This design comes from an exercise in tuning for small area, a short achievable clock period and few clock cycles per item on the open sky130 flow, not from production work.
Where RTL was checked, it was by simulation tests only, not by an equivalence proof against the original.

Setup of tundra:
==> flow/design.v (excerpt) <==
module Rsa256Wrapper (
    input         avm_rst,
    input         avm_clk,
    output  [4:0] avm_address,
    output        avm_read,
    input  [31:0] avm_readdata,
    output        avm_write,
    output [31:0] avm_writedata,
    input         avm_waitrequest
);
localparam R  = 8;                           
localparam NT = 256 + R;                     
localparam WB = NT + 1;                      
localparam WS = NT + 2;                      
localparam M  = (WS + R - 1) / R;            
localparam K  = R * M;                       
localparam RX_BASE     = 5'd0;
localparam TX_BASE     = 5'd4;
localparam STATUS_BASE = 5'd8;
localparam S_RXS   = 0;    
localparam S_RXD   = 1;    
localparam S_WAIT  = 2;    
localparam S_NT0   = 3;    
localparam S_NTA   = 4;    
localparam S_NTB   = 5;    
localparam S_DBLA  = 6;    
localparam S_DBLB  = 7;    
localparam S_SCAN  = 8;    
localparam S_MONT  = 9;    
localparam S_CONV  = 10;   
localparam S_FINAL = 11;   
localparam S_TXS   = 12;   
localparam S_TXD   = 13;   
localparam NS      = 14;
localparam O_PRE1 = 0;     
localparam O_PRE2 = 1;     
localparam O_SQR  = 2;     
localparam O_MUL1 = 3;     
localparam O_MUL3 = 4;     
localparam O_FIN  = 5;     
localparam NO     = 6;
logic [NS-1:0] st;
logic [NO-1:0] op;
logic         rd_r, wr_r;                
logic [4:0]   addr_r;
logic         rd_n, wr_n;
logic [4:0]   addr_n;
logic [8:0]   cnt;
logic [8:0]   bitcnt;                    
logic         keyed, started, fr;
logic         sq2;                       
logic [1:0]   mulp;                      
logic         shp, shk;                  
logic [255:0] N, D;
logic [256:0] Q;                         
logic [K-1:0] Cm;                        
  ...
Settings: LEC_CHECK=0, CAP_MARGIN=20, CORE_MARGIN=2, CORE_UTILIZATION=40, SETUP_SLACK_MARGIN=1.0, SLEW_MARGIN=45, SYNTH_HIERARCHICAL=1; clock period 22.0 ns.
standard.sh (not shown) runs the stock make flow with config.mk's settings and CLKGATE_MAP_FILE= SYNTH_SCRIPT=/design/flow/synth_recipe.tcl, a recipe that flattens the netlist after the stock synthesis.
==> flow/flow/run.sh <==
#!/bin/bash
# Standard synthesis, then the standard ORFS layout steps with repair_timing
# aiming at a shorter period than the constraint (which stays as it is), and
# port buffers of a plain buffer cell.
set -euo pipefail
MARGIN=16.1
bash standard.sh synth > synth.log 2>&1
bash standard.sh SETUP_SLACK_MARGIN=$MARGIN SKIP_BUFFER_REMOVAL=1 \
    "BUFFER_PORTS_ARGS=-inputs -outputs -buffer_cell sky130_fd_sc_hd__buf_4" \
    floorplan place cts route finish > layout.log 2>&1
Setup changes, tundra to harbor
--- a/flow/design.v
+++ b/flow/design.v
@@ -277,25 +277,25 @@
 KsAdd #(.W(WP)) add (.a(s), .b(c), .ci(1'b0), .s(p), .co());
 endmodule
 module Rsa256Wrapper (
     input         avm_rst,
     input         avm_clk,
     output  [4:0] avm_address,
     output        avm_read,
     input  [31:0] avm_readdata,
     output        avm_write,
     output [31:0] avm_writedata,
     input         avm_waitrequest
 );
-localparam R  = 8;                           
+localparam R  = 10;                           
 localparam NT = 256 + R;                     
 localparam WB = NT + 1;                      
 localparam WS = NT + 2;                      
 localparam M  = (WS + R - 1) / R;            
 localparam K  = R * M;                       
 localparam RX_BASE     = 5'd0;
 localparam TX_BASE     = 5'd4;
 localparam STATUS_BASE = 5'd8;
 localparam S_RXS   = 0;    
 localparam S_RXD   = 1;    
 localparam S_WAIT  = 2;    
 localparam S_NT0   = 3;    
### Flow results
Comparing area enclosed by the die boundary for tundra and harbor, the smaller number came from tundra.
Relative to tundra, the half-perimeter wire length after placement of harbor is higher by 21%.
Diff tundra and harbor: shortest clock period the worst path allows after layout lower in tundra
Diff tundra -> harbor: global-route track usage on met2 now sits higher, final cell count now sits higher, first-pass GRT wire length now sits higher.
No functional check of the RTL was part of any run of this note.

---

old:
Another version of the RTL of Rsa256Wrapper (not shown whole).
Size in the first run: about 26000 cells after synthesis, ~74 I/O pins.
export LEC_CHECK = 0
export CAP_MARGIN = 20
export CORE_MARGIN = 2
export CORE_UTILIZATION = 40
export SETUP_SLACK_MARGIN = 1.0
export SLEW_MARGIN = 45
export SYNTH_HIERARCHICAL = 1
create_clock -name core_clock -period 22.0 [get_ports {avm_clk}]
Scripts as last shown in full above: flow/flow/run.sh
Setup changes, old to new
--- a/flow/design.v
+++ b/flow/design.v
@@ -345,17 +345,17 @@
     input         avm_clk,
     output  [4:0] avm_address,
     output        avm_read,
     input  [31:0] avm_readdata,
     output        avm_write,
     output [31:0] avm_writedata,
     input         avm_waitrequest
 );
-localparam R  = 10;                           
+localparam R  = 11;                           
 localparam NT = 256 + R;                     
 localparam WB = NT + 1;                      
 localparam WS = NT + 2;                      
 localparam M  = (WS + R - 1) / R;            
 localparam K  = R * M;                       
 localparam RX_BASE     = 5'd0;
 localparam TX_BASE     = 5'd4;
 localparam STATUS_BASE = 5'd8;
@@ -381,16 +381,18 @@
 localparam O_MUL1 = 3;     
 localparam O_MUL3 = 4;     
 localparam O_FIN  = 5;     
 localparam NO     = 6;
 logic [NS-1:0] st;
 logic [NO-1:0] op;
 logic         rd_r, wr_r;                
 logic [4:0]   addr_r;
+logic         rd_q;                      
+logic [4:0]   addr_q;                    
 logic         rd_n, wr_n;
 logic [4:0]   addr_n;
 logic [8:0]   cnt;
 logic [8:0]   bitcnt;                    
 logic         keyed, started, fr;
 logic         sq2;                       
 logic [1:0]   mulp;                      
 logic         shp, shk;                  
@@ -399,16 +401,18 @@
 logic [K-1:0] Cm;                        
 logic [K-1:0] C3;                        
 logic [WB-1:0] X;
 logic [7:0]   txb, rxb;
 logic [R-1:0] ad, q, dn, hp;             
 logic [2*R-1:0] pa;                      
 logic [WS-1:0] Scf, Ssf;                 
 logic         cin;
+assign rd_r          = ~rd_q;
+assign addr_r        = addr_q ^ STATUS_BASE;
 assign avm_address   = addr_r;
 assign avm_read      = rd_r;
 assign avm_write     = wr_r;
 assign avm_writedata = {24'd0, txb};
 wire done = !avm_waitrequest;
 wire [NT-1:0] Nt = {Q[NT-R:0], {(R-1){1'b1}}};
 wire a_x  = op[O_PRE1] || op[O_SQR];
 wire a_cm = op[O_MUL1];
@@ -488,17 +492,17 @@
     X   <= X_next;
     rxb <= avm_readdata[7:0];
     ad  <= ad_next;
     cn  <= op_conv;
     pa  <= pa_next;
     q   <= q_next;
     dn  <= dn_next;
     hp  <= Q[R:1] + 1'b1;
-    txb <= (st[S_TXS] || st[S_TXD] || (st[S_DBLB] && fr)) ? X_next[R+247 -: 8] : 8'd0;
+    if (shp || (st[S_DBLB] && fr)) txb <= X_next[R+247 -: 8];
     if (st[S_MONT]) begin
         Scf <= t_scf;
         Ssf <= t_ssf;
         cin <= t_cin;
     end else if (st[S_DBLA] || st[S_DBLB]) begin
         Scf <= st[S_DBLA] ? ~{X[WS-2:256] & {(WS-257){fr}}, X[255:0], 1'b0}
                           : {ge ? nsum[WS-2:0] : Scf[WS-2:0], 1'b1};
         Ssf <= fr ? {{(WS-256-R){1'b0}}, N, {R{1'b0}}} : {{(WS-256){1'b0}}, N};
@@ -552,20 +556,26 @@
         addr_n = TX_BASE;
     end
     if (st[S_TXD] && done) begin
         rd_n   = 1'b1;
         wr_n   = 1'b0;
         addr_n = STATUS_BASE;
     end
 end
-always_ff @(posedge avm_clk) begin
-    rd_r   <= avm_rst ? 1'b1 : rd_n;
-    wr_r   <= avm_rst ? 1'b0 : wr_n;
-    addr_r <= avm_rst ? STATUS_BASE : addr_n;
+always_ff @(posedge avm_clk or posedge avm_rst) begin
+    if (avm_rst) begin
+        rd_q   <= 1'b0;
+        wr_r   <= 1'b0;
+        addr_q <= 5'd0;
+    end else begin
+        rd_q   <= ~rd_n;
+        wr_r   <= wr_n;
+        addr_q <= addr_n ^ STATUS_BASE;
+    end
 end
 always_ff @(posedge avm_clk or posedge avm_rst) begin
     if (avm_rst) begin
         st      <= 1 << S_RXS;
         op      <= 1 << O_SQR;
         cnt     <= 9'd0;
         bitcnt  <= 9'd0;
         keyed   <= 1'b0;
[summary]
- new finished every stage and its layout cleared the timing, DRC and antenna checks.
- Clock skew delta (new − old): unfavourable
- [diff] worst setup margin, new relative to old: regression
- Summary: register-to-register slack, new worse than old
- Compared with old, new shows die span in y that has gone up by a few percent.
- Relative to old, non-clock buffer count increased by 81 in new.
- On number of non-clock inverters in the layout, the higher figure sits with new, not old.
- The run showing the smaller synthesized netlist cell count is old.
- [compare] base=old new=new: ratio of final minimum period to clock period higher; synthesized cell area higher; global-route usage lower; fraction of standard cell area in multi-input logic higher.
No run of this note included a check of the RTL's function; only the layout flow was run.

---

Another version of the RTL of Rsa256Wrapper (not shown whole).
Size: about 25000 cells after synthesis.
clock: 22.0 ns
lec_check: 0
cap_margin: 20
core_margin: 2
core_utilization: 40
setup_slack_margin: 1.0
slew_margin: 45
synth_hierarchical: 1
Scripts as last shown in full above: flow/flow/run.sh
Testbench counts at the start, summed over its fixed seeds: cycles 250,615, items 24.
Then changed:
--- a/flow/design.v
+++ b/flow/design.v
@@ -342,23 +342,23 @@
 endmodule
 module Rsa256Wrapper (
     input         avm_rst,
     input         avm_clk,
     output  [4:0] avm_address,
     output        avm_read,
     input  [31:0] avm_readdata,
     output        avm_write,
     output [31:0] avm_writedata,
     input         avm_waitrequest
 );
-localparam R  = 10;                           
+localparam R  = 12;                           
 localparam NT = 256 + R;                     
 localparam WB = NT + 1;                      
 localparam WS = NT + 2;                      
 localparam M  = (WS + R - 1) / R;            
 localparam K  = R * M;                       
 localparam RX_BASE     = 5'd0;
 localparam TX_BASE     = 5'd4;
 localparam STATUS_BASE = 5'd8;
 localparam S_RXS   = 0;    
 localparam S_RXD   = 1;    
 localparam S_WAIT  = 2;    
@@ -378,44 +378,40 @@
 localparam O_PRE1 = 0;     
 localparam O_PRE2 = 1;     
 localparam O_SQR  = 2;     
 localparam O_MUL1 = 3;     
 localparam O_MUL3 = 4;     
 localparam O_FIN  = 5;     
 localparam NO     = 6;
 logic [NS-1:0] st;
 logic [NO-1:0] op;
 logic         rd_r, wr_r;                
 logic [4:0]   addr_r;
-logic         rd_q;                      
-logic [4:0]   addr_q;                    
 logic         rd_n, wr_n;
 logic [4:0]   addr_n;
 logic [8:0]   cnt;
 logic [8:0]   bitcnt;                    
 logic         keyed, started, fr;
 logic         sq2;                       
 logic [1:0]   mulp;                      
 logic         shp, shk;                  
 logic [255:0] N, D;
 logic [256:0] Q;                         
 logic [K-1:0] Cm;                        
 logic [K-1:0] C3;                        
 logic [WB-1:0] X;
 logic [7:0]   txb, rxb;
 logic [R-1:0] ad, q, dn, hp;             
 logic [2*R-1:0] pa;                      
 logic [WS-1:0] Scf, Ssf;                 
 logic         cin;
-assign rd_r          = ~rd_q;
-assign addr_r        = addr_q ^ STATUS_BASE;
 assign avm_address   = addr_r;
 assign avm_read      = rd_r;
 assign avm_write     = wr_r;
 assign avm_writedata = {24'd0, txb};
 wire done = !avm_waitrequest;
 wire [NT-1:0] Nt = {Q[NT-R:0], {(R-1){1'b1}}};
 wire a_x  = op[O_PRE1] || op[O_SQR];
 wire a_cm = op[O_MUL1];
 wire a_c3 = op[O_PRE2] || op[O_MUL3];
 wire d_c3 = op[O_PRE1] || op[O_PRE2];
 wire [WS-1:0] t_scf, t_ssf;
@@ -553,32 +549,26 @@
     if (st[S_TXS] && done && avm_readdata[6]) begin
         rd_n   = 1'b0;
         wr_n   = 1'b1;
         addr_n = TX_BASE;
     end
     if (st[S_TXD] && done) begin
         rd_n   = 1'b1;
         wr_n   = 1'b0;
         addr_n = STATUS_BASE;
     end
 end
-always_ff @(posedge avm_clk or posedge avm_rst) begin
-    if (avm_rst) begin
-        rd_q   <= 1'b0;
-        wr_r   <= 1'b0;
-        addr_q <= 5'd0;
-    end else begin
-        rd_q   <= ~rd_n;
-        wr_r   <= wr_n;
-        addr_q <= addr_n ^ STATUS_BASE;
-    end
+always_ff @(posedge avm_clk) begin
+    rd_r   <= avm_rst ? 1'b1 : rd_n;
+    wr_r   <= avm_rst ? 1'b0 : wr_n;
+    addr_r <= avm_rst ? STATUS_BASE : addr_n;
 end
 always_ff @(posedge avm_clk or posedge avm_rst) begin
     if (avm_rst) begin
         st      <= 1 << S_RXS;
         op      <= 1 << O_SQR;
         cnt     <= 9'd0;
         bitcnt  <= 9'd0;
         keyed   <= 1'b0;
         started <= 1'b0;
         fr      <= 1'b0;
         sq2     <= 1'b0;
Result: Clock-buffer cell count went up by 16. Design area goes up by about a fifth. Core utilization rises by 0.50 points. Routed wire length climbs by about a fifth. Final cell count came out higher by about a fifth. Maximum frequency is lower slightly. Setup slack gets worse by 0.049 ns.
No functional check of the RTL was part of the second run of this note.

## what the ideal ports hide
The flow's constraints put no driver on any port. The routed layouts listed below were extracted and timed again, unchanged, in two steps.
Step 1 (the two cells are an assumption about what drives the block):
set clk [get_ports {avm_clk}]
set_driving_cell -lib_cell sky130_fd_sc_hd__clkbuf_16 $clk
set_driving_cell -lib_cell sky130_fd_sc_hd__buf_2 [delete_from_list [all_inputs] $clk]
Step 2 times the ports against the registers' clock, not the clock port: input delays grow and output delays shrink by t, the midpoint of the rising clock arrivals with the driver on.
Three values: ideal ports, drivers, drivers and shift; two values: the first two.
run | t, ns | slack for setup (ns) | latest minus earliest clock arrival (ns) | worst register clock-pin slew, ns | worst data-port slew with drivers (ns)
tundra | 1.100 | 15.890 / 15.766 / 15.216 | 0.094 / 0.094 | 0.08 / 0.08 | 0.37
harbor | 1.103 | 15.413 / 15.413 / 15.276 | 0.119 / 0.119 | 0.07 / 0.07 | 0.45
old | 1.103 | 16.040 / 16.021 / 15.320 | 0.104 / 0.103 | 0.07 / 0.07 | 0.36
new | 1.100 | 15.661 / 15.661 / 15.458 | 0.108 / 0.108 | 0.07 / 0.07 | 0.33
the first run of note 3 | 1.117 | 15.864 / 15.737 / 15.654 | 0.089 / 0.089 | 0.08 / 0.08 | 0.32
the second run of note 3 | 1.149 | 15.815 / 15.771 / 15.593 | 0.114 / 0.113 | 0.08 / 0.08 | 0.33
After both steps every run listed still meets setup and hold. For old, which loses most, drivers alone change the setup slack by -0.019 ns; drivers and shift together by -0.720 ns.
